Source: an optimization exercise on an open RTL-to-GDS flow (aim: small area). Production flows keep margins and buffers that such runs may drop.
In this exercise RTL edits were held to simulation tests only and were not proved equivalent to the original.
No run shown here takes its clock network from TritonCTS; it comes from the design's own scripts or RTL.
No driver is modelled on the clock port, so clock power and skew are understated where the tree is cut down; a real chip needs a root buffer or a tree.
Power figures rest on the tool's default switching activity, not on a simulated workload.

<file path="design/flow/design.v">
module ALU(input [7:0] operand_1,
           input [7:0] operand_2,
           input [3:0] opcode,
           input z_in,
           input cy_in,
           input sign_in,
           input rst,
           output z_flag,
           output cy_flag,
           output sign_flag,
           output [7:0] alu_out);
  wire [7:0] a = operand_1;
  wire [7:0] b = operand_2;
  wire op0 = opcode[0];
  wire op1 = opcode[1];
  wire op2 = opcode[2];
  wire op3 = opcode[3];
  wire sub_f;
  wire sub;
  wire op0b;
  hd_buf_1 u_op0b(.A(op0), .X(op0b));
  hd_mux2_1 u_sub(.A0(op1), .A1(op0), .S(op2), .X(sub_f));
  hd_buf_1 u_subb(.A(sub_f), .X(sub));
  wire g_pr;
  wire g_arith;
  wire g_logic;
  wire ng_k;
  hd_nor2b_1 u_gpr(.A(rst), .B_N(op2), .Y(g_pr));
  hd_nor2b_1 u_ga(.A(op1), .B_N(g_pr), .Y(g_arith));
  hd_and2_1 u_gl(.A(op1), .B(g_pr), .X(g_logic));
  hd_or2_1 u_gk(.A(g_pr), .B(rst), .X(ng_k));
  wire [7:0] d;
  wire [8:0] c;
  wire n0a;
  wire n0b;
  hd_xor2_1 u_d0(.A(a[0]), .B(b[0]), .X(d[0]));
  hd_nand2_1 u_c0a(.A(a[0]), .B(b[0]), .Y(n0a));
  hd_nor2b_1 u_c0b(.A(a[0]), .B_N(b[0]), .Y(n0b));
  hd_mux2i_1 u_c1(.A0(n0a), .A1(n0b), .S(sub_f), .Y(c[1]));
  wire bb1;
  hd_xor2_1 u_bb1(.A(b[1]), .B(sub_f), .X(bb1));
  hd_fa_1 u_fa1(.A(a[1]), .B(bb1), .CIN(c[1]), .COUT(c[2]), .SUM(d[1]));
  wire bb2;
  hd_xor2_1 u_bb2(.A(b[2]), .B(sub), .X(bb2));
  hd_fa_1 u_fa2(.A(a[2]), .B(bb2), .CIN(c[2]), .COUT(c[3]), .SUM(d[2]));
  wire bb3;
  hd_xor2_1 u_bb3(.A(b[3]), .B(sub), .X(bb3));
  hd_fa_1 u_fa3(.A(a[3]), .B(bb3), .CIN(c[3]), .COUT(c[4]), .SUM(d[3]));
  wire bb4;
  hd_xor2_1 u_bb4(.A(b[4]), .B(sub), .X(bb4));
  hd_fa_1 u_fa4(.A(a[4]), .B(bb4), .CIN(c[4]), .COUT(c[5]), .SUM(d[4]));
  wire bb5;
  wire p5;
  hd_xor2_1 u_bb5(.A(b[5]), .B(sub), .X(bb5));
  hd_xor2_1 u_p5(.A(a[5]), .B(bb5), .X(p5));
  hd_mux2i_1 u_k5(.A0(bb5), .A1(c[5]), .S(p5), .Y(c[6]));
  hd_xor2_1 u_s5(.A(p5), .B(c[5]), .X(d[5]));
  wire bb6;
  wire p6;
  hd_xnor2_1 u_bb6(.A(b[6]), .B(sub), .Y(bb6));
  hd_xnor2_1 u_p6(.A(a[6]), .B(bb6), .Y(p6));
  hd_mux2i_1 u_k6(.A0(bb6), .A1(c[6]), .S(p6), .Y(c[7]));
  hd_xnor2_1 u_s6(.A(p6), .B(c[6]), .Y(d[6]));
  wire bb7;
  wire p7;
  hd_xor2_1 u_bb7(.A(b[7]), .B(sub), .X(bb7));
  hd_xor2_1 u_p7(.A(a[7]), .B(bb7), .X(p7));
  hd_mux2i_1 u_k7(.A0(bb7), .A1(c[7]), .S(p7), .Y(c[8]));
  hd_xor2_1 u_s7(.A(p7), .B(c[7]), .X(d[7]));
  wire ncout;
  assign ncout = c[8];                   
  wire no2;
  wire o3;
  wire no4;
  wire o5;
  wire no6;
  wire o7;
  hd_nor2_1 u_o2(.A(d[0]), .B(d[1]), .Y(no2));
  hd_nand2b_1 u_o3(.A_N(d[2]), .B(no2), .Y(o3));
  hd_nor2_1 u_o4(.A(o3), .B(d[3]), .Y(no4));
  hd_nand2b_1 u_o5(.A_N(d[4]), .B(no4), .Y(o5));
  hd_nor2_1 u_o6(.A(o5), .B(d[5]), .Y(no6));
  hd_nand2b_1 u_o7(.A_N(d[6]), .B(no6), .Y(o7));
  wire ca;
  wire za;
  hd_nor2_1 u_ca(.A(ncout), .B(sub), .Y(ca));
  hd_nor3_1 u_za(.A(o7), .B(d[7]), .C(ca), .Y(za));
  wire [7:1] e;
  hd_xor2_1 u_e1(.A(d[1]), .B(d[0]), .X(e[1]));
  hd_xnor2_1 u_e2(.A(d[2]), .B(no2), .Y(e[2]));
  hd_xor2_1 u_e3(.A(d[3]), .B(o3), .X(e[3]));
  hd_xnor2_1 u_e4(.A(d[4]), .B(no4), .Y(e[4]));
  hd_xor2_1 u_e5(.A(d[5]), .B(o5), .X(e[5]));
  hd_xnor2_1 u_e6(.A(d[6]), .B(no6), .Y(e[6]));
  hd_xor2_1 u_e7(.A(d[7]), .B(o7), .X(e[7]));
  wire gs;
  wire g_neg;
  wire g_pos;
  hd_and2_1 u_gs(.A(g_arith), .B(sub), .X(gs));
  hd_and2_1 u_gneg(.A(gs), .B(ncout), .X(g_neg));
  hd_a21boi_0 u_gpos(.A1(gs), .A2(ncout), .B1_N(g_arith), .Y(g_pos));
  wire [7:0] nr;
  wire [7:0] nl;
  hd_nand2_1 u_r0(.A(d[0]), .B(g_arith), .Y(nr[0]));
  hd_a22oi_1 u_r1(.A1(g_pos), .A2(d[1]), .B1(g_neg), .B2(e[1]), .Y(nr[1]));
  hd_a22oi_1 u_r2(.A1(g_pos), .A2(d[2]), .B1(g_neg), .B2(e[2]), .Y(nr[2]));
  hd_a22oi_1 u_r3(.A1(g_pos), .A2(d[3]), .B1(g_neg), .B2(e[3]), .Y(nr[3]));
  hd_a22oi_1 u_r4(.A1(g_pos), .A2(d[4]), .B1(g_neg), .B2(e[4]), .Y(nr[4]));
  hd_a22oi_1 u_r5(.A1(g_pos), .A2(d[5]), .B1(g_neg), .B2(e[5]), .Y(nr[5]));
  hd_a22oi_1 u_r6(.A1(g_pos), .A2(d[6]), .B1(g_neg), .B2(e[6]), .Y(nr[6]));
  hd_a22oi_1 u_r7(.A1(g_pos), .A2(d[7]), .B1(g_neg), .B2(e[7]), .Y(nr[7]));
  hd_o211ai_1 u_l0(.A1(b[0]), .A2(op0b), .B1(a[0]), .C1(g_logic), .Y(nl[0]));
  hd_o211ai_1 u_l1(.A1(b[1]), .A2(op0b), .B1(a[1]), .C1(g_logic), .Y(nl[1]));
  hd_o211ai_1 u_l2(.A1(b[2]), .A2(op0b), .B1(a[2]), .C1(g_logic), .Y(nl[2]));
  hd_o211ai_1 u_l3(.A1(b[3]), .A2(op0b), .B1(a[3]), .C1(g_logic), .Y(nl[3]));
  hd_o211ai_1 u_l4(.A1(b[4]), .A2(op0b), .B1(a[4]), .C1(g_logic), .Y(nl[4]));
  hd_o211ai_1 u_l5(.A1(b[5]), .A2(op0b), .B1(a[5]), .C1(g_logic), .Y(nl[5]));
  hd_o211ai_1 u_l6(.A1(b[6]), .A2(op0b), .B1(a[6]), .C1(g_logic), .Y(nl[6]));
  hd_o211ai_1 u_l7(.A1(b[7]), .A2(op0b), .B1(a[7]), .C1(g_logic), .Y(nl[7]));
  hd_nand2_1 u_y0(.A(nr[0]), .B(nl[0]), .Y(alu_out[0]));
  hd_nand3_1 u_y1(.A(nr[1]), .B(nl[1]), .C(ng_k), .Y(alu_out[1]));
  hd_nand2_1 u_y2(.A(nr[2]), .B(nl[2]), .Y(alu_out[2]));
  hd_nand3_1 u_y3(.A(nr[3]), .B(nl[3]), .C(ng_k), .Y(alu_out[3]));
  hd_nand2_1 u_y4(.A(nr[4]), .B(nl[4]), .Y(alu_out[4]));
  hd_nand2_1 u_y5(.A(nr[5]), .B(nl[5]), .Y(alu_out[5]));
  hd_nand3_1 u_y6(.A(nr[6]), .B(nl[6]), .C(ng_k), .Y(alu_out[6]));
  hd_nand2_1 u_y7(.A(nr[7]), .B(nl[7]), .Y(alu_out[7]));
  wire nz_lo;
  wire nz_hi;
  wire and_zero;
  hd_nand4_1 u_az0(.A(nl[0]), .B(nl[1]), .C(nl[2]), .D(nl[3]), .Y(nz_lo));
  hd_nand4_1 u_az1(.A(nl[4]), .B(nl[5]), .C(nl[6]), .D(nl[7]), .Y(nz_hi));
  hd_nor2_1 u_az(.A(nz_lo), .B(nz_hi), .Y(and_zero));
  wire nsc;
  wire nadd0;
  wire nadd;
  wire upd_cy;
  wire cx;
  wire ncy;
  hd_nand2_1 u_nsc(.A(g_pr), .B(op0b), .Y(nsc));
  hd_nor2_1 u_nadd0(.A(op1), .B(op0b), .Y(nadd0));
  hd_nand2_1 u_nadd(.A(g_pr), .B(nadd0), .Y(nadd));
  hd_o21ai_0 u_updcy(.A1(nsc), .A2(za), .B1(nadd), .Y(upd_cy));
  hd_xnor2_1 u_cx(.A(ncout), .B(op0b), .Y(cx));
  hd_mux2i_1 u_cym(.A0(cy_in), .A1(cx), .S(upd_cy), .Y(ncy));
  hd_nor2_1 u_cy(.A(ncy), .B(rst), .Y(cy_flag));
  wire nsub_op;
  wire upd_s;
  wire ns;
  hd_nand3b_1 u_nsubop(.A_N(op1), .B(g_pr), .C(op0b), .Y(nsub_op));
  hd_nor2_1 u_upds(.A(nsub_op), .B(za), .Y(upd_s));
  hd_mux2i_1 u_sm(.A0(sign_in), .A1(ncout), .S(upd_s), .Y(ns));
  hd_nor2_1 u_s(.A(ns), .B(rst), .Y(sign_flag));
  wire nkz0;
  wire k_z;
  wire nzk;
  wire k_z_keep;
  hd_mux2i_1 u_kz0(.A0(op3), .A1(op0b), .S(g_pr), .Y(nkz0));
  hd_nor2_1 u_kz(.A(nkz0), .B(rst), .Y(k_z));
  hd_a21oi_1 u_nzk(.A1(g_logic), .A2(and_zero), .B1(z_in), .Y(nzk));
  hd_nor3b_1 u_kzk(.A(rst), .B(nzk), .C_N(nsc), .Y(k_z_keep));
  hd_a21o_1 u_z(.A1(za), .A2(k_z), .B1(k_z_keep), .X(z_flag));
endmodule
module hd_a21boi_0(input A1, input A2, input B1_N, output Y);
  assign Y = ~((A1 & A2) | ~B1_N);
endmodule
module hd_a21o_1(input A1, input A2, input B1, output X);
  assign X = (A1 & A2) | B1;
endmodule
module hd_a21oi_1(input A1, input A2, input B1, output Y);
  assign Y = ~((A1 & A2) | B1);
endmodule
module hd_a22oi_1(input A1, input A2, input B1, input B2, output Y);
  assign Y = ~((A1 & A2) | (B1 & B2));
endmodule
module hd_and2_1(input A, input B, output X);
  assign X = A & B;
endmodule
module hd_buf_1(input A, output X);
  assign X = A;
endmodule
module hd_fa_1(input A, input B, input CIN, output COUT, output SUM);
  assign SUM = A ^ B ^ CIN;
  assign COUT = (A & B) | (CIN & (A ^ B));
endmodule
module hd_mux2_1(input A0, input A1, input S, output X);
  assign X = S ? A1 : A0;
endmodule
module hd_mux2i_1(input A0, input A1, input S, output Y);
  assign Y = ~(S ? A1 : A0);
endmodule
module hd_nand2_1(input A, input B, output Y);
  assign Y = ~(A & B);
endmodule
module hd_nand2b_1(input A_N, input B, output Y);
  assign Y = ~(~A_N & B);
endmodule
module hd_nand3_1(input A, input B, input C, output Y);
  assign Y = ~(A & B & C);
endmodule
module hd_nand3b_1(input A_N, input B, input C, output Y);
  assign Y = ~(~A_N & B & C);
endmodule
module hd_nand4_1(input A, input B, input C, input D, output Y);
  assign Y = ~(A & B & C & D);
endmodule
module hd_nor2_1(input A, input B, output Y);
  assign Y = ~(A | B);
endmodule
module hd_nor2b_1(input A, input B_N, output Y);
  assign Y = ~(A | ~B_N);
endmodule
module hd_nor3_1(input A, input B, input C, output Y);
  assign Y = ~(A | B | C);
endmodule
module hd_nor3b_1(input A, input B, input C_N, output Y);
  assign Y = ~(A | B | ~C_N);
endmodule
module hd_o211ai_1(input A1, input A2, input B1, input C1, output Y);
  assign Y = ~((A1 | A2) & B1 & C1);
endmodule
module hd_o21ai_0(input A1, input A2, input B1, output Y);
  assign Y = ~((A1 | A2) & B1);
endmodule
module hd_or2_1(input A, input B, output X);
  assign X = A | B;
endmodule
module hd_xnor2_1(input A, input B, output Y);
  assign Y = ~(A ^ B);
endmodule
module hd_xor2_1(input A, input B, output X);
  assign X = A ^ B;
endmodule
module alu8(input clk,
            input rst,
            input [7:0] operand_1,
            input [7:0] operand_2,
            input [3:0] opcode,
            output reg [7:0] alu_out,
            output reg z_flag,
            output reg cy_flag,
            output reg sign_flag);
  wire [7:0] result;
  wire z_next, cy_next, sign_next;
  ALU a1(operand_1, operand_2, opcode, z_flag, cy_flag, sign_flag, rst,
         z_next, cy_next, sign_next, result);
  always @(posedge clk) begin
    alu_out   <= result;
    z_flag    <= z_next;
    cy_flag   <= cy_next;
    sign_flag <= sign_next;
  end
endmodule
</file>
<file path="design/flow/flow/run.sh">
#!/bin/bash
# Own layout flow: the standard ORFS flow (standard.sh) with
#  * our own synthesis script (flow/synth.tcl),
#  * port buffers of the smallest buffer cell (buf_1) instead of ORFS's pick,
#  * one clock buffer for the 11 registers instead of CTS's tree
#    (flow/cts_post.tcl, run at the end of ORFS's CTS step).
# Each tool's output goes to ORFS's own logs under orfs/logs; make's output
# to flow_make.log.
set -euo pipefail
W=$(pwd)
export OWN_FLOW_DIR=$W/flow
export OWN_CLOCK_BUFFER=sky130_fd_sc_hd__clkbuf_8
bash standard.sh \
  SYNTH_SCRIPT=$W/flow/synth.tcl \
  "BUFFER_PORTS_ARGS=-buffer_cell sky130_fd_sc_hd__buf_1" \
  POST_CTS_TCL=$W/flow/cts_post.tcl SKIP_CTS_REPAIR_TIMING=1 SKIP_INCREMENTAL_REPAIR=1 \
  finish > $W/flow_make.log 2>&1
</file>
<file path="design/flow/flow/abc_1.script">
strash; dch -f; amap
</file>
<file path="design/flow/flow/abc_2.script">
strash; dch; amap
</file>
<file path="design/flow/flow/abc_3.script">
strash; balance; rewrite; refactor; balance; rewrite -z; dch -f; amap
</file>
<file path="design/flow/flow/abc_4.script">
strash; dch -f; map -a
</file>
<file path="design/flow/flow/cts_post.tcl">
# Runs at the end of ORFS's CTS step (POST_CTS_TCL). The design has 11
# registers, so CTS's H-tree (a root buffer, leaf buffers and a dummy load)
# is replaced by one clock buffer that drives every register's clock pin.
set db [ord::get_db]
set block [ord::get_db_block]
set clk_net [[$block findBTerm clk] getNet]
set cell $::env(OWN_CLOCK_BUFFER)

# remove the clock buffers and dummy loads CTS inserted
foreach inst [$block getInsts] {
  set name [$inst getName]
  if { [string match clkbuf_* $name] || [string match clkload* $name] } {
    set nets {}
    foreach it [$inst getITerms] {
      set n [$it getNet]
      if { $n != "NULL" && $n != $clk_net } { lappend nets $n }
    }
    puts "own cts: removing $name ([[$inst getMaster] getName])"
    odb::dbInst_destroy $inst
    foreach n [lsort -unique $nets] {
      if { [llength [$n getITerms]] == 0 && [llength [$n getBTerms]] == 0 } {
        odb::dbNet_destroy $n
      }
    }
  }
}

# the registers' clock pins
set sinks {}
set sx 0
set sy 0
foreach inst [$block getInsts] {
  set m [[$inst getMaster] getName]
  if { [string match sky130_fd_sc_hd__df* $m] } {
    set it [$inst findITerm CLK]
    lappend sinks $it
    set bb [$inst getBBox]
    set sx [expr { $sx + ([$bb xMin] + [$bb xMax]) / 2 }]
    set sy [expr { $sy + ([$bb yMin] + [$bb yMax]) / 2 }]
  }
}
set n [llength $sinks]
puts "own cts: $n registers"

set buf [odb::dbInst_create $block [$db findMaster $cell] clkbuf_regs]
set net [odb::dbNet_create $block clknet_regs]
$net setSigType CLOCK
[$buf findITerm A] connect $clk_net
[$buf findITerm X] connect $net
foreach it $sinks {
  $it disconnect
  $it connect $net
}
$buf setLocation [expr { $sx / $n }] [expr { $sy / $n }]
$buf setPlacementStatus PLACED
detailed_placement
check_placement -verbose
estimate_parasitics -placement
report_clock_skew
report_checks -path_delay min_max
</file>
<file path="design/flow/flow/synth.tcl">
# Own synthesis. It follows ORFS's synthesis (synth_recipe.tcl: synth.tcl with
# -nofsm -noshare, then flatten and rename) with two changes:
#  * every instance of a module hd_<cell> in the RTL becomes the standard cell
#    sky130_fd_sc_hd__<cell>, whose function the module describes;
#  * no adder extraction, and ABC maps the remaining logic with area scripts
#    (flow/abc_*.script); the smallest result is kept.
yosys -import
source $::env(SCRIPTS_DIR)/synth_preamble.tcl
read_checkpoint $::env(RESULTS_DIR)/1_1_yosys_canonicalize.rtlil
hierarchy -check -top $::env(DESIGN_NAME)

# hd_<cell> modules -> library cells
foreach m [tee -q -s result.string select -list-mod hd_*] {
  set cell sky130_fd_sc_hd__[string range $m 3 end]
  chtype -map $m $cell
  delete $m
}
hierarchy -check -top $::env(DESIGN_NAME)

synth -nofsm -noshare -flatten -top $::env(DESIGN_NAME) -run :fine
synth -nofsm -noshare -top $::env(DESIGN_NAME) -run fine:
chformal -remove
delete t:\$print
yosys rename -wire
opt -purge
dfflibmap {*}$lib_args {*}$lib_dont_use_args
opt
setundef -zero

# map the rest with each script; keep the smallest
set best ""
set best_area 1e30
foreach script [lsort [glob $::env(OWN_FLOW_DIR)/abc_*.script]] {
  design -push-copy
  abc -script $script {*}$lib_args {*}$lib_dont_use_args
  opt_clean -purge
  tee -q -o $::env(OBJECTS_DIR)/own_stat.txt stat {*}$lib_args
  set fh [open $::env(OBJECTS_DIR)/own_stat.txt]
  set txt [read $fh]
  close $fh
  regexp {Chip area for module [^:]*: ([0-9.]+)} $txt -> area
  puts "OWN: $script area $area"
  if { $area < $best_area } {
    set best_area $area
    set best $script
  }
  design -pop
}
puts "OWN: using $best ($best_area)"
abc -script $best {*}$lib_args {*}$lib_dont_use_args

splitnets
opt_clean -purge
hilomap -singleton -hicell {*}$::env(TIEHI_CELL_AND_PORT) -locell {*}$::env(TIELO_CELL_AND_PORT)
insbuf -buf {*}$::env(MIN_BUF_CELL_AND_PORTS)
tee -o $::env(REPORTS_DIR)/synth_stat.txt stat {*}$lib_args
check -assert -mapped

# left out here: clear keep_hierarchy, flatten, clean up, hide names made inside functions, write 1_2_yosys.v
exec cp $::env(SDC_FILE) $::env(RESULTS_DIR)/1_synth.sdc
</file>
<file path="design/flow/standard.sh">
#!/bin/bash
# synth_recipe.tcl (not shown) runs the flow's synth.tcl, then flattens the netlist and writes it again
# the make line also repeats each setting of config.mk as NAME=value (left out here)
make -C /OpenROAD-flow-scripts/flow DESIGN_CONFIG=/design/flow/config.mk WORK_HOME=/design/flow/orfs CLKGATE_MAP_FILE= SYNTH_SCRIPT=/design/flow/synth_recipe.tcl "${@:-finish}"
</file>
<file path="design/flow/config.mk">
export PLATFORM = sky130hd
export DESIGN_NAME = alu8
export DESIGN_NICKNAME = alu8
export VERILOG_FILES = /design/flow/design.v
export SDC_FILE = /design/flow/constraint.sdc
export NUM_CORES = 8
export LEC_CHECK = 0
export CAP_MARGIN = 20
export CORE_AREA = 2 2 59 59
export DIE_AREA = 0 0 61 61
export GPL_TIMING_DRIVEN = 0
export SLEW_MARGIN = 20
</file>
<file path="design/flow/constraint.sdc">
create_clock -name core_clock -period 5.0 [get_ports {clk}]
set_input_delay 1.0000 -clock core_clock [delete_from_list [all_inputs] [get_ports {clk}]]
set_output_delay 1.0000 -clock core_clock [all_outputs]
set_load 0.01 [all_outputs]
</file>
==> results.txt, run 1 <==
* 103 — cells after synthesis
* 166 — final layout net count
* 22.6% — Global Route met2 Usage
* 3570 um — first-pass GRT wire length
* register to register — type of the most critical hold path
* 79.9 uV — peak ir drop on the vdd network
* 8.75 sq um — average cell area after synthesis
* fa_1 — Worst path slowest cell
* 29.3% — initial core utilization
* fa_1 — most used cell, CP
* 13.0% — overall routing resource usage
* 3080 sq um — standard cell core area
* no timing/DRC/antenna violations — result of the run
* 0 ns — worst clock skew on the final layout
* 4.66 — number of vias per cell after detailed routing
* 0 — antenna-violating nets left
* 7 — maximum net fanout on the critical path
* 0% — post-synthesis async set-or-reset flop share
* 209 MHz — Highest Clock Rate
* 1730 um — final HPWL from detailed placement
* 901 sq um — summed instance area of the synthesized netlist
* 0 — Final setup viols
* xor2_1 — most frequent cell after synthesis
* 61 um — DIE WIDTH
* 20.1% — post-synthesis simple-gate area fraction
* XOR/XNOR gates — combinational family with the most area after synthesis
* primary input to register — class of the most critical setup path
* 11 — register bit count reported by yosys
* 806 — vias in the first global route
* 21.0% — growth of design area from synthesis to finish
* 0 — number of diodes
* 2170 um — routed wire length
* 0.735% — fraction of layout instances using a drive strength above 1
* 44.5% — worst slew margin relative to its limit
* 839 — Via Count
* 61 um — Die Y
* primary input — Critical Path Start Type
* 2.77% — met3 track utilization from global routing
* 24.4% — area share of the largest cell type after synthesis
* 8.89% — adder-cell share of the synthesized area
* 0 — gr ovfl total
* 0 — antenna violations before repair
* 1 — number of warnings reported in the yosys synthesis log
* 129 — post-synth net total
* register — endpoint type of the worst setup path
* dfxtp_1 — most used flip-flop cell after synthesis
* 16.2% — met1 Track Usage GR
* 20 — floorplan row count
* 0.08 ns — clock-pin slew reported for the worst setup and hold paths after clock tree synthesis
* adder cells — delay-heaviest family, CP
* 15.3% — complex-gate fraction of the synthesized area
* met2 — layer carrying the most global-route usage
* 14 — maximum number of pins on one net before global-route repair
* 0.42 ns — delay of the slowest critical-path stage
* 95.9% — post-route clock period utilization
* 0 — Slew Limit Fails
* 0.14 ns — clock latency on the worst-skew pair
* 257 nW/um^2 — total power density per cell area
* 1 — Critical path buffers and inverters
* 11 — sinks on the clock net
* 24.4% — sequential-to-total area share from yosys stat
* 0.000405 uW — leakage power figure
* 14 — starting DRC count in detailed routing
* 0.825 ns — Worst Tran Pin Value
* 5.02 ns — required time reported for the critical path endpoint
* 180 — final standard cell count with taps included and fillers excluded
* 4.79 ns — minimum clock period
* 32 — Port-buffer cells
* 0 — max-cap check violation count
* 179 — number of cells in the design after placement
* 0.00525 ns — Place WS
* 0.207 ns — smallest setup slack after layout
* 21.4% — xor and xnor fraction of the mapped netlist area
* dfxtp_1 — leading area contributor after synthesis
* 9.03% — multiplexer share of the synthesized area
* 3720 sq um — area of the die
* 0 — count of flip-flops with a built-in enable after synthesis
* 33 — I/O pin cnt
* 0.795 — final weighted congestion in routability-driven placement
* xor2_1 (15), dfxtp_1 (11), nor2_1 (10) — most frequent cells after synthesis
* buf_1, mux2_1, xor2_1, fa_1, fa_1, fa_1, fa_1, mux2i_1, mux2i_1, mux2i_1, a21boi_0, a22oi_1, nand3_1 — worst-path cell chain
* dfxtp_1 (24%), xor2_1 (15%), fa_1 (8.9%), mux2i_1 (7.8%), xnor2_1 (6.8%) — largest cells by area after synthesis
* 12.0 um — Wirelength per Cell
* 24 — Synth cell types
* 0 — drc violations
* 4.82 ns — Arrival @ worst endpoint
* 2 — Pre-Repair DR Iteration Count
* 0 — Final Hold Vio Count
==> worst reg2reg max path: stages (launching register included) <==
cell     delay [ns]
dfxtp_1        0.32
a21oi_1        0.11
nor3b_1        0.07
a21o_1         0.15
==> per-stage QoR <==
step                utilization, %  total power (uW)  instance area, sq um  hold slack (ns)  TNS (ns)
finish                        35.4               280                  1090            0.521         0
global route                  35.4               301                  1090            0.555    -0.958
global placement              35.0               236                  1080            0.505         0
floorplan                        -               206                   901            0.534         0
detailed placement            35.0               238                  1080            0.504         0
==> flip-flops by register name (all words and copies together), names as in the netlist <==
name / cells
cy_flag: 1
sign_flag: 1
alu_out: 8
z_flag: 1
==> layout by cell type (no fill, tap or decap), drive strengths merged <==
cell,instances
nor2,10
nor3,1
a21o,1
mux2i,7
a21boi,1
and2,3
nand2,9
xnor2,7
o21ai,1
clkbuf,1
nand3b,1
dfxtp,11
nand3,3
a22oi,7
or2,1
nor2b,3
fa,4
nand4,2
xor2,15
nand2b,3
buf,34
nor3b,1
a21oi,1
o211ai,8
mux2,1
==> metal layers <==
| metal | up-vias | routed length, um |
|---|---|---|
| li1 | 431 | - |
| met4 | 0 | 27 |
| met1 | 387 | 1020 |
| met2 | 19 | 1040 |
| met5 | - | 0 |
| met3 | 2 | 81 |
==> area by class of cell <==
class                           instances  area (sq um)
Fill cell                             356          1990
Tap cell                               44          55.1
Multi-Input combinational cell         90           673
Sequential cell                        11           220
Timing Repair Buffer                   32           120
Buffer                                  3          21.3
==> power breakdown <==
group | total, uW | internal [uW] | leakage [uW] | switching [uW]
clock network | 43.2 | 18.3 | 0.00000719 | 24.8
registers | 98.6 | 96.2 | 0.0000907 | 2.43
logic | 138 | 60.1 | 0.000307 | 78.3
==> cells by family (layout without fill, tap and decap cells) <==
| family | Yosys count | count (layout) |
|---|---|---|
| and+or+nand+nor | 37 | 37 |
| xor gates and xnor gates | 22 | 22 |
| AOI/OAI and AO/OA | 19 | 19 |
| DFF | 11 | 11 |
| muxes | 8 | 8 |
| adders and majority gates | 4 | 4 |
| buffers and inverters | 2 | 35 |
==> final timing paths <==
| check | startpoint | endpoint | slack (ns) | cells past startpoint |
|---|---|---|---|---|
| setup / recovery | opcode[2] | alu_out[3] | 0.21 | 13 |
| hold / removal | sign_flag | sign_flag | 0.52 | 2 |
| setup reg to reg | z_flag | z_flag | 4.25 | 3 |
| hold reg to reg | sign_flag | sign_flag | 0.52 | 2 |
==> run 2, diff against run 1 <==
--- a/design/flow/design.v
+++ b/design/flow/design.v
@@ -15,30 +15,28 @@
   wire op1 = opcode[1];
   wire op2 = opcode[2];
   wire op3 = opcode[3];
-  wire sub_f;
+  wire nsub_f;
   wire sub;
   wire op0b;
   hd_buf_1 u_op0b(.A(op0), .X(op0b));
-  hd_mux2_1 u_sub(.A0(op1), .A1(op0), .S(op2), .X(sub_f));
-  hd_buf_1 u_subb(.A(sub_f), .X(sub));
+  hd_mux2i_1 u_sub(.A0(op1), .A1(op0), .S(op2), .Y(nsub_f));
+  hd_inv_2 u_subb(.A(nsub_f), .Y(sub));
   wire g_pr;
   wire g_arith;
   wire g_logic;
-  wire ng_k;
+  wire g_k;
   hd_nor2b_1 u_gpr(.A(rst), .B_N(op2), .Y(g_pr));
   hd_nor2b_1 u_ga(.A(op1), .B_N(g_pr), .Y(g_arith));
   hd_and2_1 u_gl(.A(op1), .B(g_pr), .X(g_logic));
-  hd_or2_1 u_gk(.A(g_pr), .B(rst), .X(ng_k));
+  hd_nor2_1 u_gk(.A(op2), .B(rst), .Y(g_k));
   wire [7:0] d;
   wire [8:0] c;
-  wire n0a;
-  wire n0b;
   hd_xor2_1 u_d0(.A(a[0]), .B(b[0]), .X(d[0]));
-  hd_nand2_1 u_c0a(.A(a[0]), .B(b[0]), .Y(n0a));
-  hd_nor2b_1 u_c0b(.A(a[0]), .B_N(b[0]), .Y(n0b));
-  hd_mux2i_1 u_c1(.A0(n0a), .A1(n0b), .S(sub_f), .Y(c[1]));
+  wire na0;
+  hd_inv_1 u_na0(.A(a[0]), .Y(na0));
+  hd_mux2i_1 u_c1(.A0(nsub_f), .A1(na0), .S(b[0]), .Y(c[1]));
   wire bb1;
-  hd_xor2_1 u_bb1(.A(b[1]), .B(sub_f), .X(bb1));
+  hd_xnor2_1 u_bb1(.A(b[1]), .B(nsub_f), .Y(bb1));
   hd_fa_1 u_fa1(.A(a[1]), .B(bb1), .CIN(c[1]), .COUT(c[2]), .SUM(d[1]));
   wire bb2;
   hd_xor2_1 u_bb2(.A(b[2]), .B(sub), .X(bb2));
@@ -50,25 +48,22 @@
   hd_xor2_1 u_bb4(.A(b[4]), .B(sub), .X(bb4));
   hd_fa_1 u_fa4(.A(a[4]), .B(bb4), .CIN(c[4]), .COUT(c[5]), .SUM(d[4]));
   wire bb5;
-  wire p5;
   hd_xor2_1 u_bb5(.A(b[5]), .B(sub), .X(bb5));
-  hd_xor2_1 u_p5(.A(a[5]), .B(bb5), .X(p5));
-  hd_mux2i_1 u_k5(.A0(bb5), .A1(c[5]), .S(p5), .Y(c[6]));
-  hd_xor2_1 u_s5(.A(p5), .B(c[5]), .X(d[5]));
+  hd_fa_1 u_fa5(.A(a[5]), .B(bb5), .CIN(c[5]), .COUT(c[6]), .SUM(d[5]));
   wire bb6;
   wire p6;
-  hd_xnor2_1 u_bb6(.A(b[6]), .B(sub), .Y(bb6));
-  hd_xnor2_1 u_p6(.A(a[6]), .B(bb6), .Y(p6));
+  hd_xor2_1 u_bb6(.A(b[6]), .B(sub), .X(bb6));
+  hd_xor2_1 u_p6(.A(a[6]), .B(bb6), .X(p6));
   hd_mux2i_1 u_k6(.A0(bb6), .A1(c[6]), .S(p6), .Y(c[7]));
-  hd_xnor2_1 u_s6(.A(p6), .B(c[6]), .Y(d[6]));
+  hd_xor2_1 u_s6(.A(p6), .B(c[6]), .X(d[6]));
   wire bb7;
   wire p7;
-  hd_xor2_1 u_bb7(.A(b[7]), .B(sub), .X(bb7));
-  hd_xor2_1 u_p7(.A(a[7]), .B(bb7), .X(p7));
+  hd_xnor2_1 u_bb7(.A(b[7]), .B(sub), .Y(bb7));
+  hd_xnor2_1 u_p7(.A(a[7]), .B(bb7), .Y(p7));
   hd_mux2i_1 u_k7(.A0(bb7), .A1(c[7]), .S(p7), .Y(c[8]));
-  hd_xor2_1 u_s7(.A(p7), .B(c[7]), .X(d[7]));
+  hd_xnor2_1 u_s7(.A(p7), .B(c[7]), .Y(d[7]));
   wire ncout;
-  assign ncout = c[8];                   
+  hd_inv_2 u_ncout(.A(c[8]), .Y(ncout));
   wire no2;
   wire o3;
   wire no4;
@@ -98,16 +93,16 @@
   wire g_pos;
   hd_and2_1 u_gs(.A(g_arith), .B(sub), .X(gs));
   hd_and2_1 u_gneg(.A(gs), .B(ncout), .X(g_neg));
-  hd_a21boi_0 u_gpos(.A1(gs), .A2(ncout), .B1_N(g_arith), .Y(g_pos));
+  hd_a21boi_1 u_gpos(.A1(gs), .A2(ncout), .B1_N(g_arith), .Y(g_pos));
   wire [7:0] nr;
   wire [7:0] nl;
   hd_nand2_1 u_r0(.A(d[0]), .B(g_arith), .Y(nr[0]));
-  hd_a22oi_1 u_r1(.A1(g_pos), .A2(d[1]), .B1(g_neg), .B2(e[1]), .Y(nr[1]));
+  hd_a221oi_1 u_r1(.A1(g_pos), .A2(d[1]), .B1(g_neg), .B2(e[1]), .C1(g_k), .Y(nr[1]));
   hd_a22oi_1 u_r2(.A1(g_pos), .A2(d[2]), .B1(g_neg), .B2(e[2]), .Y(nr[2]));
-  hd_a22oi_1 u_r3(.A1(g_pos), .A2(d[3]), .B1(g_neg), .B2(e[3]), .Y(nr[3]));
+  hd_a221oi_1 u_r3(.A1(g_pos), .A2(d[3]), .B1(g_neg), .B2(e[3]), .C1(g_k), .Y(nr[3]));
   hd_a22oi_1 u_r4(.A1(g_pos), .A2(d[4]), .B1(g_neg), .B2(e[4]), .Y(nr[4]));
   hd_a22oi_1 u_r5(.A1(g_pos), .A2(d[5]), .B1(g_neg), .B2(e[5]), .Y(nr[5]));
-  hd_a22oi_1 u_r6(.A1(g_pos), .A2(d[6]), .B1(g_neg), .B2(e[6]), .Y(nr[6]));
+  hd_a221oi_1 u_r6(.A1(g_pos), .A2(d[6]), .B1(g_neg), .B2(e[6]), .C1(g_k), .Y(nr[6]));
   hd_a22oi_1 u_r7(.A1(g_pos), .A2(d[7]), .B1(g_neg), .B2(e[7]), .Y(nr[7]));
   hd_o211ai_1 u_l0(.A1(b[0]), .A2(op0b), .B1(a[0]), .C1(g_logic), .Y(nl[0]));
   hd_o211ai_1 u_l1(.A1(b[1]), .A2(op0b), .B1(a[1]), .C1(g_logic), .Y(nl[1]));
@@ -118,12 +113,12 @@
   hd_o211ai_1 u_l6(.A1(b[6]), .A2(op0b), .B1(a[6]), .C1(g_logic), .Y(nl[6]));
   hd_o211ai_1 u_l7(.A1(b[7]), .A2(op0b), .B1(a[7]), .C1(g_logic), .Y(nl[7]));
   hd_nand2_1 u_y0(.A(nr[0]), .B(nl[0]), .Y(alu_out[0]));
-  hd_nand3_1 u_y1(.A(nr[1]), .B(nl[1]), .C(ng_k), .Y(alu_out[1]));
+  hd_nand2_1 u_y1(.A(nr[1]), .B(nl[1]), .Y(alu_out[1]));
   hd_nand2_1 u_y2(.A(nr[2]), .B(nl[2]), .Y(alu_out[2]));
-  hd_nand3_1 u_y3(.A(nr[3]), .B(nl[3]), .C(ng_k), .Y(alu_out[3]));
+  hd_nand2_1 u_y3(.A(nr[3]), .B(nl[3]), .Y(alu_out[3]));
   hd_nand2_1 u_y4(.A(nr[4]), .B(nl[4]), .Y(alu_out[4]));
   hd_nand2_1 u_y5(.A(nr[5]), .B(nl[5]), .Y(alu_out[5]));
-  hd_nand3_1 u_y6(.A(nr[6]), .B(nl[6]), .C(ng_k), .Y(alu_out[6]));
+  hd_nand2_1 u_y6(.A(nr[6]), .B(nl[6]), .Y(alu_out[6]));
   hd_nand2_1 u_y7(.A(nr[7]), .B(nl[7]), .Y(alu_out[7]));
   wire nz_lo;
   wire nz_hi;
@@ -161,7 +156,7 @@
   hd_nor3b_1 u_kzk(.A(rst), .B(nzk), .C_N(nsc), .Y(k_z_keep));
   hd_a21o_1 u_z(.A1(za), .A2(k_z), .B1(k_z_keep), .X(z_flag));
 endmodule
-module hd_a21boi_0(input A1, input A2, input B1_N, output Y);
+module hd_a21boi_1(input A1, input A2, input B1_N, output Y);
   assign Y = ~((A1 & A2) | ~B1_N);
 endmodule
 module hd_a21o_1(input A1, input A2, input B1, output X);
@@ -169,6 +164,9 @@
 endmodule
 module hd_a21oi_1(input A1, input A2, input B1, output Y);
   assign Y = ~((A1 & A2) | B1);
+endmodule
+module hd_a221oi_1(input A1, input A2, input B1, input B2, input C1, output Y);
+  assign Y = ~((A1 & A2) | (B1 & B2) | C1);
 endmodule
 module hd_a22oi_1(input A1, input A2, input B1, input B2, output Y);
   assign Y = ~((A1 & A2) | (B1 & B2));
@@ -183,8 +181,11 @@
   assign SUM = A ^ B ^ CIN;
   assign COUT = (A & B) | (CIN & (A ^ B));
 endmodule
-module hd_mux2_1(input A0, input A1, input S, output X);
-  assign X = S ? A1 : A0;
+module hd_inv_1(input A, output Y);
+  assign Y = ~A;
+endmodule
+module hd_inv_2(input A, output Y);
+  assign Y = ~A;
 endmodule
 module hd_mux2i_1(input A0, input A1, input S, output Y);
   assign Y = ~(S ? A1 : A0);
@@ -195,9 +196,6 @@
 module hd_nand2b_1(input A_N, input B, output Y);
   assign Y = ~(~A_N & B);
 endmodule
-module hd_nand3_1(input A, input B, input C, output Y);
-  assign Y = ~(A & B & C);
-endmodule
 module hd_nand3b_1(input A_N, input B, input C, output Y);
   assign Y = ~(~A_N & B & C);
 endmodule
@@ -221,9 +219,6 @@
 endmodule
 module hd_o21ai_0(input A1, input A2, input B1, output Y);
   assign Y = ~((A1 | A2) & B1);
-endmodule
-module hd_or2_1(input A, input B, output X);
-  assign X = A | B;
 endmodule
 module hd_xnor2_1(input A, input B, output Y);
   assign Y = ~(A ^ B);
--- a/design/flow/flow/run.sh
+++ b/design/flow/flow/run.sh
@@ -9,7 +9,8 @@
 set -euo pipefail
 W=$(pwd)
 export OWN_FLOW_DIR=$W/flow
-export OWN_CLOCK_BUFFER=sky130_fd_sc_hd__clkbuf_8
+export OWN_CLOCK_BUFFER=sky130_fd_sc_hd__buf_2
+export OWN_CLOCK_BUFFERS=2
 bash standard.sh \
   SYNTH_SCRIPT=$W/flow/synth.tcl \
   "BUFFER_PORTS_ARGS=-buffer_cell sky130_fd_sc_hd__buf_1" \
==> design/flow/flow/cts_post.tcl (replaced) <==
# Runs at the end of ORFS's CTS step (POST_CTS_TCL). The design has only a
# few registers, so CTS's H-tree (a root buffer, leaf buffers and a dummy
# load) is replaced by OWN_CLOCK_BUFFERS buffers of cell OWN_CLOCK_BUFFER,
# each driving the clock pins of a group of nearby registers, all fed
# straight from the clock port.
set db [ord::get_db]
set block [ord::get_db_block]
set clk_net [[$block findBTerm clk] getNet]
set cell $::env(OWN_CLOCK_BUFFER)
set nbuf $::env(OWN_CLOCK_BUFFERS)

# remove the clock buffers and dummy loads CTS inserted
foreach inst [$block getInsts] {
  set name [$inst getName]
  if { [string match clkbuf_* $name] || [string match clkload* $name] } {
    set nets {}
    foreach it [$inst getITerms] {
      set n [$it getNet]
      if { $n != "NULL" && $n != $clk_net } { lappend nets $n }
    }
    puts "own cts: removing $name ([[$inst getMaster] getName])"
    odb::dbInst_destroy $inst
    foreach n [lsort -unique $nets] {
      if { [llength [$n getITerms]] == 0 && [llength [$n getBTerms]] == 0 } {
        odb::dbNet_destroy $n
      }
    }
  }
}

# the registers' clock pins, with their positions
set sinks {}
foreach inst [$block getInsts] {
  set m [[$inst getMaster] getName]
  if { [string match sky130_fd_sc_hd__df* $m] } {
    set bb [$inst getBBox]
    lappend sinks [list [$inst findITerm CLK] \
      [expr { ([$bb xMin] + [$bb xMax]) / 2 }] [expr { ([$bb yMin] + [$bb yMax]) / 2 }]]
  }
}
puts "own cts: [llength $sinks] registers, $nbuf buffers"

# groups of nearly equal size: the registers sorted along the direction in
# which they spread most, cut into OWN_CLOCK_BUFFERS consecutive runs
set xs {}
set ys {}
foreach s $sinks { lappend xs [lindex $s 1]; lappend ys [lindex $s 2] }
set spanx [expr { [tcl::mathfunc::max {*}$xs] - [tcl::mathfunc::min {*}$xs] }]
set spany [expr { [tcl::mathfunc::max {*}$ys] - [tcl::mathfunc::min {*}$ys] }]
set axis [expr { $spanx >= $spany ? 1 : 2 }]
set sorted [lsort -integer -index $axis $sinks]
set n [llength $sorted]
set groups {}
set cent {}
for {set k 0} {$k < $nbuf} {incr k} {
  set lo [expr { ($k * $n) / $nbuf }]
  set hi [expr { (($k + 1) * $n) / $nbuf - 1 }]
  set grp [lrange $sorted $lo $hi]
  set sx 0
  set sy 0
  foreach s $grp { set sx [expr { $sx + [lindex $s 1] }]; set sy [expr { $sy + [lindex $s 2] }] }
  lappend groups $grp
  lappend cent [list [expr { $sx / [llength $grp] }] [expr { $sy / [llength $grp] }]]
}

set k 0
foreach grp $groups c $cent {
  if { [llength $grp] == 0 } continue
  set buf [odb::dbInst_create $block [$db findMaster $cell] clkbuf_regs_$k]
  set net [odb::dbNet_create $block clknet_regs_$k]
  $net setSigType CLOCK
  [$buf findITerm A] connect $clk_net
  [$buf findITerm X] connect $net
  foreach s $grp {
    set it [lindex $s 0]
    $it disconnect
    $it connect $net
  }
  $buf setLocation [lindex $c 0] [lindex $c 1]
  $buf setPlacementStatus PLACED
  puts "own cts: buffer $k drives [llength $grp] registers"
  incr k
}
detailed_placement
check_placement -verbose
estimate_parasitics -placement
report_clock_skew
report_checks -path_delay min_max
==> results.txt, run 2 <==
* primary input to register — class of the most critical setup path
* 652 sq um — area used by multi-input combinational logic, -3.2%
* 7.90% — multiplexer share of the synthesized area, -1.1 points
* buf_1 (33), xor2_1 (12), nor2_1 (11), nand2_1 (11), dfxtp_1 (11) — most frequent cells in the layout
* 11 — sinks on the clock net, unchanged
* register to register — type of the most critical hold path
* 0 — antenna violations before repair, unchanged
* 0 — max-cap check violation count, unchanged
* 4.80 ns — minimum clock period, +0.00627 ns
* 0 — Final setup viols, unchanged
* 58.9% — worst slew margin relative to its limit, +14 points
* 0% — post-synthesis async set-or-reset flop share, unchanged
* 0 — drc violations, unchanged
* 0.000413 uW — leakage power figure, +1.9%
* 11.3% — adder-cell share of the synthesized area, +2.4 points
* 179 — final standard cell count with taps included and fillers excluded, -0.56%
* 1700 um — final HPWL from detailed placement, -2.1%
* 15.9% — complex-gate fraction of the synthesized area, +0.66 points
* 0.616 ns — Worst Tran Pin Value, -0.209 ns
* 0.529 ns — worst hold-check slack, +0.00770 ns
* 8 — number of flip-flops in the largest register, unchanged
* 18.6% — post-synthesis simple-gate area fraction, -1.5 points
* 24 — Synth cell types, unchanged
* 0.09 ns — clock-pin slew reported for the worst setup and hold paths after clock tree synthesis, about the same
* 61 um — DIE WIDTH, unchanged
* 2060 um — routed wire length, -5.1%
* 0.816 — final weighted congestion in routability-driven placement, +2.6%
* 24.8% — area share of the largest cell type after synthesis, +0.38 points
* 814 — vias in the first global route, +0.99%
* 0.00688 ns — Place WS, +0.00162 ns
* 96.0% — post-route clock period utilization, +0.13 points
* 128 — post-synth net total, -0.78%
* 32 — Port-buffer cells, unchanged
* 11 — register bit count reported by yosys, unchanged
* 887 sq um — summed instance area of the synthesized netlist, -1.5%
* 208 MHz — Highest Clock Rate, -0.13%
* xor2_1 (12), dfxtp_1 (11), nand2_1 (11), nor2_1 (11) — most frequent cells after synthesis
* 24.8% — sequential-to-total area share from yosys stat, +0.38 points
* no timing/DRC/antenna violations — result of the run
* dfxtp_1 — leading area contributor after synthesis
* 19.7% — xor and xnor fraction of the mapped netlist area, -1.6 points
* 0 ns — worst clock skew on the final layout, unchanged
* 0 — Slew Limit Fails, unchanged
* 33 — I/O pin cnt, unchanged
* 341 — Filler cells, -4.2%
* 0 — number of diodes, unchanged
* 4 — Pre-Repair DR Iteration Count, +2
* dfxtp_1 — most used flip-flop cell after synthesis
* 0 — gr ovfl total, unchanged
* 8.78 sq um — average cell area after synthesis, +0.42%
* 14 — maximum number of pins on one net before global-route repair, unchanged
* XOR/XNOR gates — combinational family with the most area after synthesis
* alu_out — Largest Register
* buf_1 — most common cell after layout, fill and taps aside
* 5 — maximum net fanout on the critical path, -2
* 4.82 ns — Arrival @ worst endpoint, about the same
* 68.9 uV — peak ir drop on the vdd network, -14%
* 3080 sq um — standard cell core area, unchanged
* 28.8% — initial core utilization, -0.45 points
* 166 — final layout net count, unchanged
* 5.02 ns — required time reported for the critical path endpoint, about the same
* 0.12 ns — clock latency on the worst-skew pair, -0.02 ns
* 20.9% — growth of design area from synthesis to finish, about the same
* 0.201 ns — smallest setup slack after layout, -0.00627 ns
* 3290 um — first-pass GRT wire length, -7.9%
* 3720 sq um — area of the die, unchanged
* 0 — Final Hold Vio Count, unchanged
* 11.9% — overall routing resource usage, -1.1 points
* primary input — Critical Path Start Type
* 15 — starting DRC count in detailed routing, +1
* dfxtp_1 (25%), xor2_1 (12%), fa_1 (11%), mux2i_1 (7.9%), xnor2_1 (7.9%) — largest cells by area after synthesis
* 220 sq um — Sequential Area, unchanged
* 0 — count of flip-flops with a built-in enable after synthesis, unchanged
* 101 — cells after synthesis, -1.9%
* 61 um — Die Y, unchanged
* 177 — number of cells in the design after placement, -1.1%
* 1 — number of warnings reported in the yosys synthesis log, unchanged
* 0 — antenna-violating nets left, unchanged
* 247 nW/um^2 — total power density per cell area, -4.0%
* 4.61 — number of vias per cell after detailed routing, -1.0%
* xor2_1 — most frequent cell after synthesis
* register — endpoint type of the worst setup path
* 20 — floorplan row count, unchanged
* 2.96% — fraction of layout instances using a drive strength above 1, +2.2 points
* 826 — Via Count, -1.5%
* 11.5 um — Wirelength per Cell, -4.6%
==> run 2: cell count changes after synthesis, sizes merged, moves of 2 or more <==
cell,change
a22oi,-3
inv,+3
nand2,+2
nand3,-3
a221oi,+3
xor2,-3
==> run 2: layout make-up <==
type	count	area share, %
multi-input combinational	86	60.8
sequential	11	20.5
timing repair buffer	32	11.2
tap	44	5.13
buffer	3	1.28
inverter	3	1.05
==> run 2: where the power goes <==
group | internal [uW] | switching (uW) | total [uW] | leakage [uW]
combinational | 58.2 | 74.6 | 133 | 0.000314
clock | 11.4 | 21.9 | 33.3 | 0.00000787
sequential | 96.1 | 2.33 | 98.5 | 0.0000906
total | 166 | 98.8 | 265 | 0.000413
==> run 2: per-layer routing <==
layer,share of wire (%),track usage (%)
met1,41,13.5
met2,53,20.6
met3,5.3,3.62
met4,0.73,5.28
met5,0,0
==> run 2: cells by family after synthesis <==
group / Yosys count
AOI/OAI and AO/OA: 19
xor gates and xnor gates: 20
adders and majority gates: 5
buffers and inverters: 4
DFF: 11
muxes: 7
and+or+nand+nor: 35
==> run 2: through the flow <==
step                util, %  power, uW  instance area (sq um)  TNS [ns]
global placement       34.5        230                   1060         0
finish                 34.8        265                   1070         0
detailed placement     34.5        233                   1060         0
floorplan                 -        201                    887         0
global route           34.8        287                   1070   -0.0272
==> run 2: final timing paths <==
kind | from | end | slack, ns | depth (start not counted)
min | sign_flag | sign_flag | 0.53 | 2
max | opcode[2] | cy_flag | 0.20 | 16
min reg2reg | sign_flag | sign_flag | 0.53 | 2
max reg2reg | z_flag | z_flag | 4.26 | 3
==> run 2: worst max-delay path, stage by stage <==
cell,delay (ns)
buf_1,0.13
mux2i_1,0.36
mux2i_1,0.16
fa_1,0.42
fa_1,0.39
fa_1,0.40
fa_1,0.39
fa_1,0.41
mux2i_1,0.23
mux2i_1,0.13
inv_2,0.11
nor2_1,0.05
nor3_1,0.25
o21ai_0,0.15
mux2i_1,0.16
nor2_1,0.06
==> run 3, diff against run 2 <==
--- a/design/flow/design.v
+++ b/design/flow/design.v
@@ -80,6 +80,8 @@
   wire za;
   hd_nor2_1 u_ca(.A(ncout), .B(sub), .Y(ca));
   hd_nor3_1 u_za(.A(o7), .B(d[7]), .C(ca), .Y(za));
+  wire zp;
+  hd_nor2_1 u_zp(.A(o7), .B(d[7]), .Y(zp));
   wire [7:1] e;
   hd_xor2_1 u_e1(.A(d[1]), .B(d[0]), .X(e[1]));
   hd_xnor2_1 u_e2(.A(d[2]), .B(no2), .Y(e[2]));
@@ -126,45 +128,39 @@
   hd_nand4_1 u_az0(.A(nl[0]), .B(nl[1]), .C(nl[2]), .D(nl[3]), .Y(nz_lo));
   hd_nand4_1 u_az1(.A(nl[4]), .B(nl[5]), .C(nl[6]), .D(nl[7]), .Y(nz_hi));
   hd_nor2_1 u_az(.A(nz_lo), .B(nz_hi), .Y(and_zero));
+  wire cout = c[8];
   wire nsc;
+  wire scnz;
+  hd_nand2_1 u_nsc(.A(g_pr), .B(op0b), .Y(nsc));
+  hd_nor2_1 u_scnz(.A(zp), .B(nsc), .Y(scnz));
   wire nadd0;
   wire nadd;
-  wire upd_cy;
-  wire cx;
-  wire ncy;
-  hd_nand2_1 u_nsc(.A(g_pr), .B(op0b), .Y(nsc));
+  wire t_add;
+  wire x_cy;
   hd_nor2_1 u_nadd0(.A(op1), .B(op0b), .Y(nadd0));
   hd_nand2_1 u_nadd(.A(g_pr), .B(nadd0), .Y(nadd));
-  hd_o21ai_0 u_updcy(.A1(nsc), .A2(za), .B1(nadd), .Y(upd_cy));
-  hd_xnor2_1 u_cx(.A(ncout), .B(op0b), .Y(cx));
-  hd_mux2i_1 u_cym(.A0(cy_in), .A1(cx), .S(upd_cy), .Y(ncy));
-  hd_nor2_1 u_cy(.A(ncy), .B(rst), .Y(cy_flag));
+  hd_nor2_1 u_tadd(.A(cout), .B(nadd), .Y(t_add));
+  hd_mux2i_1 u_xcy(.A0(cy_in), .A1(ncout), .S(scnz), .Y(x_cy));
+  hd_a211oi_1 u_cy(.A1(nadd), .A2(x_cy), .B1(rst), .C1(t_add), .Y(cy_flag));
   wire nsub_op;
   wire upd_s;
-  wire ns;
+  wire w_s;
   hd_nand3b_1 u_nsubop(.A_N(op1), .B(g_pr), .C(op0b), .Y(nsub_op));
-  hd_nor2_1 u_upds(.A(nsub_op), .B(za), .Y(upd_s));
-  hd_mux2i_1 u_sm(.A0(sign_in), .A1(ncout), .S(upd_s), .Y(ns));
-  hd_nor2_1 u_s(.A(ns), .B(rst), .Y(sign_flag));
-  wire nkz0;
-  wire k_z;
+  hd_nor2_1 u_upds(.A(nsub_op), .B(zp), .Y(upd_s));
+  hd_nor2_1 u_ws(.A(sign_in), .B(upd_s), .Y(w_s));
+  hd_a211oi_1 u_s(.A1(cout), .A2(upd_s), .B1(rst), .C1(w_s), .Y(sign_flag));
+  wire t8b;
   wire nzk;
-  wire k_z_keep;
-  hd_mux2i_1 u_kz0(.A0(op3), .A1(op0b), .S(g_pr), .Y(nkz0));
-  hd_nor2_1 u_kz(.A(nkz0), .B(rst), .Y(k_z));
-  hd_a21oi_1 u_nzk(.A1(g_logic), .A2(and_zero), .B1(z_in), .Y(nzk));
-  hd_nor3b_1 u_kzk(.A(rst), .B(nzk), .C_N(nsc), .Y(k_z_keep));
-  hd_a21o_1 u_z(.A1(za), .A2(k_z), .B1(k_z_keep), .X(z_flag));
+  hd_and3_1 u_t8b(.A(g_k), .B(op3), .C(za), .X(t8b));
+  hd_a211oi_1 u_nzk(.A1(g_logic), .A2(and_zero), .B1(z_in), .C1(t8b), .Y(nzk));
+  hd_a211oi_1 u_z(.A1(nsc), .A2(nzk), .B1(rst), .C1(scnz), .Y(z_flag));
+endmodule
+module hd_a211oi_1(input A1, input A2, input B1, input C1, output Y);
+  assign Y = ~((A1 & A2) | B1 | C1);
 endmodule
 module hd_a21boi_1(input A1, input A2, input B1_N, output Y);
   assign Y = ~((A1 & A2) | ~B1_N);
 endmodule
-module hd_a21o_1(input A1, input A2, input B1, output X);
-  assign X = (A1 & A2) | B1;
-endmodule
-module hd_a21oi_1(input A1, input A2, input B1, output Y);
-  assign Y = ~((A1 & A2) | B1);
-endmodule
 module hd_a221oi_1(input A1, input A2, input B1, input B2, input C1, output Y);
   assign Y = ~((A1 & A2) | (B1 & B2) | C1);
 endmodule
@@ -173,6 +169,9 @@
 endmodule
 module hd_and2_1(input A, input B, output X);
   assign X = A & B;
+endmodule
+module hd_and3_1(input A, input B, input C, output X);
+  assign X = A & B & C;
 endmodule
 module hd_buf_1(input A, output X);
   assign X = A;
@@ -211,14 +210,8 @@
 module hd_nor3_1(input A, input B, input C, output Y);
   assign Y = ~(A | B | C);
 endmodule
-module hd_nor3b_1(input A, input B, input C_N, output Y);
-  assign Y = ~(A | B | ~C_N);
-endmodule
 module hd_o211ai_1(input A1, input A2, input B1, input C1, output Y);
   assign Y = ~((A1 | A2) & B1 & C1);
-endmodule
-module hd_o21ai_0(input A1, input A2, input B1, output Y);
-  assign Y = ~((A1 | A2) & B1);
 endmodule
 module hd_xnor2_1(input A, input B, output Y);
   assign Y = ~(A ^ B);
--- a/design/flow/flow/run.sh
+++ b/design/flow/flow/run.sh
@@ -2,7 +2,7 @@
 # Own layout flow: the standard ORFS flow (standard.sh) with
 #  * our own synthesis script (flow/synth.tcl),
 #  * port buffers of the smallest buffer cell (buf_1) instead of ORFS's pick,
-#  * one clock buffer for the 11 registers instead of CTS's tree
+#  * two clock buffers for the 11 registers instead of CTS's tree
 #    (flow/cts_post.tcl, run at the end of ORFS's CTS step).
 # Each tool's output goes to ORFS's own logs under orfs/logs; make's output
 # to flow_make.log.
==> results.txt, run 3 <==
* no timing/DRC/antenna violations — result of the run
* 0 — drc violations, unchanged
* 96.5% — post-route clock period utilization, +0.53 points
* 0 — gr ovfl total, unchanged
* 0 — Final Hold Vio Count, unchanged
* 344 — Filler cells, +0.88%
* 0.000404 uW — leakage power figure, -2.1%
* fa_1 — most used cell, CP
* 4.83 ns — minimum clock period, +0.0265 ns
* 0.09 ns — clock-pin slew reported for the worst setup and hold paths after clock tree synthesis, about the same
* 207 MHz — Highest Clock Rate, -0.55%
* 0 — Final setup viols, unchanged
* 61 um — Die Y, unchanged
* 0 — antenna-violating nets left, unchanged
* 25.2% — area share of the largest cell type after synthesis, +0.39 points
* 11 — sinks on the clock net, unchanged
* register to register — type of the most critical hold path
* primary input to register — class of the most critical setup path
* dfxtp_1 (25%), xor2_1 (12%), fa_1 (11%), xnor2_1 (7.0%), o211ai_1 (6.9%) — largest cells by area after synthesis
* 4 — Pre-Repair DR Iteration Count, unchanged
* 0.42 ns — delay of the slowest critical-path stage, about the same
* 12 — maximum number of pins on one net before global-route repair, -2
* 33 — I/O pin cnt, unchanged
* 2000 um — routed wire length, -3.0%
* 2 — Critical path buffers and inverters, unchanged
* 32 — Port-buffer cells, unchanged
* buf_1, mux2i_1, mux2i_1, fa_1, fa_1, fa_1, fa_1, fa_1, mux2i_1, mux2i_1, inv_2, nor2_1, nor3_1, and3_1, a211oi_1, a211oi_1 — worst-path cell chain
* 0 ns — Total Neg Setup Slack, unchanged
* 220 sq um — Sequential Area, unchanged
* 0% — post-synthesis async set-or-reset flop share, unchanged
* 25.2% — sequential-to-total area share from yosys stat, +0.39 points
* 0 — number of diodes, unchanged
* 0 — max-cap check violation count, unchanged
* 3390 um — first-pass GRT wire length, +3.1%
* 0.13 ns — clock latency on the worst-skew pair, about the same
* 0 — Slew Limit Fails, unchanged
* alu_out — Largest Register
* 2.99% — fraction of layout instances using a drive strength above 1, +0.022 points
* 165 — final layout net count, -0.60%
* 64.6% — worst slew margin relative to its limit, +5.7 points
* 4.85 — number of vias per cell after detailed routing, +5.2%
* 12.0% — overall routing resource usage, +0.026 points
* dfxtp_1 — most used flip-flop cell after synthesis
* 802 — vias in the first global route, -1.5%
* 28.4% — initial core utilization, -0.45 points
* 34.4% — post-route core utilization, -0.45 points
* 11.2 um — Wirelength per Cell, -2.5%
* dfxtp_1 — leading area contributor after synthesis
* adder cells — delay-heaviest family, CP
* 864 — Via Count, +4.6%
* primary input — Critical Path Start Type
* 4.87 ns — Arrival @ worst endpoint, +0.05 ns
* 127 — post-synth net total, -0.78%
* 1 — number of warnings reported in the yosys synthesis log, unchanged
* fa_1 — Worst path slowest cell
* 4 — maximum net fanout on the critical path, -1
* 20 — floorplan row count, unchanged
* 3720 sq um — area of the die, unchanged
* buf_1 — most common cell after layout, fill and taps aside
* 21.2% — growth of design area from synthesis to finish
* register — endpoint type of the worst setup path
* 11 — register bit count reported by yosys, unchanged
* 5.04 ns — required time reported for the critical path endpoint, +0.02 ns
* 1720 um — final HPWL from detailed placement, +1.6%
* 61 um — DIE WIDTH, unchanged
* 0 — count of flip-flops with a built-in enable after synthesis, unchanged
* 0.530 ns — Worst Tran Pin Value, -0.0865 ns
* 14 — starting DRC count in detailed routing, -1
* 638 sq um — area used by multi-input combinational logic, -2.1%
* 22 — Synth cell types, -8.3%
* 3080 sq um — standard cell core area, unchanged
* 245 nW/um^2 — total power density per cell area, -0.58%
* nor2_1 (12), xor2_1 (12), dfxtp_1 (11), nand2_1 (11), o211ai_1 (8) — most frequent cells after synthesis
* 100 — cells after synthesis, -0.99%
* 873 sq um — summed instance area of the synthesized netlist, -1.6%
* 0 ns — worst clock skew on the final layout, unchanged
* 8 — number of flip-flops in the largest register, unchanged
* buf_1 (33), nor2_1 (12), xor2_1 (12) — most frequent cells in the layout
* 0 — antenna violations before repair, unchanged
* 0.832 — final weighted congestion in routability-driven placement, +2.0%
* 65.8 uV — peak ir drop on the vdd network, -4.5%
* 8.73 sq um — average cell area after synthesis, -0.57%
run 3: cell count changes after synthesis:
cell	change
a21o_1	-1
nor3b_1	-1
and3_1	+1
o21ai_0	-1
nor2_1	+1
mux2i_1	-2
xnor2_1	-1
a211oi_1	+4
a21oi_1	-1
run 3: layout make-up:
cell class                      count  share of cell area (%)
Inverter                            3                    1.06
Timing Repair Buffer               32                    11.3
Tap cell                           44                    5.20
Buffer                              3                    1.30
Multi-Input combinational cell     85                    60.3
Sequential cell                    11                    20.8
run 3: final timing paths:
path	from	endpoint	slack, ns	cells past startpoint
max	opcode[2]	z_flag	0.17	16
min	sign_flag	sign_flag	0.50	2
max reg2reg	z_flag	z_flag	4.24	2
min reg2reg	sign_flag	sign_flag	0.50	2
run 3: per-stage QoR:
| step | std cells | area [sq um] | setup slack, ns | hold slack (ns) | total power [uW] |
|---|---|---|---|---|---|
| 6_report | 178 | 1060 | 0.175 | 0.500 | 260 |
| 3_5_place_dp | 176 | 1050 | 0.0126 | 0.487 | 232 |
| 5_1_grt | 178 | 1060 | -0.172 | 0.537 | 284 |
| 3_3_place_gp | 176 | 1050 | 0.0724 | 0.484 | 228 |
| 2_1_floorplan | 100 | 873 | 0.567 | 0.511 | 199 |
run 3: power breakdown:
group,switching (uW),leakage (uW),internal [uW]
Combinational,74.4,0.000305,56.2
Clock,18.9,0.00000787,11.4
Sequential,2.35,0.0000907,96.3
run 3: cell families (layout without fill, tap and decap cells):
logic type	after synthesis	after routing	share of synthesized area (%)
buffers and inverters	4	38	1.72
XOR/XNOR	19	19	19.1
AO/OA/AOI/OAI	20	20	17.6
flip-flops	11	11	25.2
AND/OR/NAND/NOR	36	36	19.2
multiplexers	5	5	5.73
adder cells (fa/ha/maj)	5	5	11.5
run 3: metal layers:
| metal | global-route usage (%) | vias up | share of wire (%) |
|---|---|---|---|
| met4 | 2.80 | 0 | 0.35 |
| met5 | 0 | - | 0 |
| li1 | - | 425 | - |
| met1 | 15.8 | 408 | 45 |
| met2 | 20.9 | 29 | 47 |
| met3 | 1.28 | 2 | 7.5 |
run 3: worst register-to-register path, cell delays in order, from the launching register on:
cell	delay (ns)
dfxtp_1	0.36
a211oi_1	0.06
a211oi_1	0.26
==> run 4, diff against run 3 <==
--- a/design/flow/design.v
+++ b/design/flow/design.v
@@ -19,7 +19,7 @@
   wire sub;
   wire op0b;
   hd_buf_1 u_op0b(.A(op0), .X(op0b));
-  hd_mux2i_1 u_sub(.A0(op1), .A1(op0), .S(op2), .Y(nsub_f));
+  hd_a21oi_1 u_sub(.A1(op0), .A2(op2), .B1(op1), .Y(nsub_f));
   hd_inv_2 u_subb(.A(nsub_f), .Y(sub));
   wire g_pr;
   wire g_arith;
@@ -161,6 +161,9 @@
 module hd_a21boi_1(input A1, input A2, input B1_N, output Y);
   assign Y = ~((A1 & A2) | ~B1_N);
 endmodule
+module hd_a21oi_1(input A1, input A2, input B1, output Y);
+  assign Y = ~((A1 & A2) | B1);
+endmodule
 module hd_a221oi_1(input A1, input A2, input B1, input B2, input C1, output Y);
   assign Y = ~((A1 & A2) | (B1 & B2) | C1);
 endmodule
==> results.txt, run 4 <==
* 94.6% — post-route clock period utilization, -1.9 points
* 0 — max-cap check violation count, unchanged
* 343 — Filler cells, -0.29%
* 8 — number of flip-flops in the largest register, unchanged
* 127 — post-synth net total, unchanged
* 0 — number of diodes, unchanged
* 21.3% — growth of design area from synthesis to finish
* 12 — maximum number of pins on one net before global-route repair, unchanged
* 822 — Via Count, -4.9%
* 1050 sq um — area of all placed cells without fillers, -0.47%
* 4.73 ns — minimum clock period, -0.0974 ns
* 0 — Slew Limit Fails, unchanged
* 20 — floorplan row count, unchanged
* buf_1 — most common cell after layout, fill and taps aside
* 11 — register bit count reported by yosys, unchanged
* 25.4% — sequential-to-total area share from yosys stat, +0.15 points
* 0.09 ns — clock-pin slew reported for the worst setup and hold paths after clock tree synthesis, about the same
* 2.99% — fraction of layout instances using a drive strength above 1, unchanged
* 100 — cells after synthesis, unchanged
* 4 — Pre-Repair DR Iteration Count, unchanged
* 0% — post-synthesis async set-or-reset flop share, unchanged
* 0 — drc violations, unchanged
* 32 — Port-buffer cells, unchanged
* 0 — Final setup viols, unchanged
* 1700 um — final HPWL from detailed placement, -1.6%
* dfxtp_1 — most used flip-flop cell after synthesis
* primary input to register — class of the most critical setup path
* 0 — antenna-violating nets left, unchanged
* 28.2% — initial core utilization, -0.16 points
* 0.820 — final weighted congestion in routability-driven placement, -1.5%
* 253 uW — post-layout total power, -2.5%
* 0 — Final Hold Vio Count, unchanged
* 0 — count of flip-flops with a built-in enable after synthesis, unchanged
* 868 sq um — summed instance area of the synthesized netlist, -0.57%
* fa_1 — Worst path slowest cell
* 4.62 — number of vias per cell after detailed routing, -4.9%
* buf_1, a21oi_1, xnor2_1, fa_1, fa_1, fa_1, fa_1, fa_1, mux2i_1, xnor2_1, nor2_1, nor2_1, mux2i_1, a211oi_1 — worst-path cell chain
* 64.1% — worst slew margin relative to its limit, -0.47 points
* 829 — vias in the first global route, +3.4%
* 66.3 uV — peak ir drop on the vdd network, +0.81%
* 33 — I/O pin cnt, unchanged
* 240 nW/um^2 — total power density per cell area, -2.1%
* 12.1% — overall routing resource usage, +0.11 points
* dfxtp_1 (25%), xor2_1 (12%), fa_1 (12%), xnor2_1 (7.1%), o211ai_1 (6.9%) — largest cells by area after synthesis
* 3430 um — first-pass GRT wire length, +1.0%
* 0 ns — worst clock skew on the final layout, unchanged
* 3080 sq um — standard cell core area, unchanged
* no timing/DRC/antenna violations — result of the run
* register — endpoint type of the worst setup path
* 212 MHz — Highest Clock Rate, +2.1%
* 3720 sq um — area of the die, unchanged
* 0.13 ns — clock latency on the worst-skew pair, about the same
* 1040 sq um — instance area after placement, -0.48%
* 2020 um — routed wire length, +1.4%
* 0.538 ns — Worst Tran Pin Value, +0.00824 ns
* alu_out — Largest Register
* 11.4 um — Wirelength per Cell, +1.4%
* 0.42 ns — delay of the slowest critical-path stage, about the same
* 61 um — DIE WIDTH, unchanged
* register to register — type of the most critical hold path
* dfxtp_1 — leading area contributor after synthesis
* 1 — number of warnings reported in the yosys synthesis log, unchanged
* 18 — starting DRC count in detailed routing, +4
* 8.68 sq um — average cell area after synthesis, -0.57%
* 0.543 ns — worst hold-check slack, +0.0431 ns
* 5.02 ns — required time reported for the critical path endpoint, -0.02 ns
* fa_1 — most used cell, CP
* buf_1 (33), nor2_1 (12), xor2_1 (12) — most frequent cells in the layout
* 176 — number of cells in the design after placement, unchanged
* 165 — final layout net count, unchanged
* 0.000397 uW — leakage power figure, -1.8%
* nor2_1 (12), xor2_1 (12), dfxtp_1 (11), nand2_1 (11), o211ai_1 (8) — most frequent cells after synthesis
* 0 — gr ovfl total, unchanged
* 0 — antenna violations before repair, unchanged
* 178 — final standard cell count with taps included and fillers excluded, unchanged
* 61 um — Die Y, unchanged
* 11 — sinks on the clock net, unchanged
* 4.75 ns — Arrival @ worst endpoint, -0.12 ns
* 23 — Synth cell types, +4.5%
* 25.4% — area share of the largest cell type after synthesis, +0.15 points
* primary input — Critical Path Start Type
* 5 — maximum net fanout on the critical path, +1
-- run 4: cells by family after synthesis --
logic type,synth area share [%]
AOI/OAI and AO/OA,18.3
adders and majority gates,11.5
and+or+nand+nor,19.3
xor gates and xnor gates,19.2
buffers and inverters,1.73
muxes,4.61
DFF,25.4
-- run 4: stage by stage --
stage | util (%) | worst slack [ns] | TNS [ns]
global route | 34.2 | -0.0900 | -0.133
finish | 34.2 | 0.272 | 0
global placement | 33.9 | 0.177 | 0
floorplan | - | 0.611 | 0
detailed placement | 33.9 | 0.110 | 0
-- run 4: layout make-up --
type                            instances  area, sq um  share of cell area [%]
Timing Repair Buffer                   32          120                    11.4
Tap cell                               44         55.1                    5.23
Multi-Input combinational cell         85          633                    60.1
Inverter                                3         11.3                    1.07
Buffer                                  3         13.8                    1.31
Sequential cell                        11          220                    20.9
-- run 4: critical path, delay by kind of cell --
kind,cells,cell delay [ns]
AO/OA/AOI/OAI,2,0.43
AND/OR/NAND/NOR,2,0.32
XOR/XNOR,2,0.39
adder cells (fa/ha/maj),5,2.02
multiplexers,2,0.47
buffers and inverters,1,0.12
-- run 4: report_power, final --
part	switching [uW]	internal (uW)	total, uW
logic	70.7	52.9	124
registers	2.12	96.3	98.4
clock network	19.6	11.4	31.0
total	92.4	161	253
-- run 4: worst paths after layout --
kind | start | endpoint | slack (ns) | cells after the start
worst max register to register | z_flag | z_flag | 4.27 | 2
worst min-delay path | sign_flag | sign_flag | 0.54 | 2
worst min register to register | sign_flag | sign_flag | 0.54 | 2
worst max-delay path | opcode[1] | cy_flag | 0.27 | 14
-- run 4: metal layers --
| metal | share of wire (%) | vias up | GRT usage, % |
|---|---|---|---|
| li1 | - | 421 | - |
| met1 | 48 | 368 | 16.3 |
| met2 | 45 | 33 | 20.1 |
| met3 | 6.8 | 0 | 1.49 |
| met4 | 0 | 0 | 3.73 |
| met5 | 0 | - | 0 |
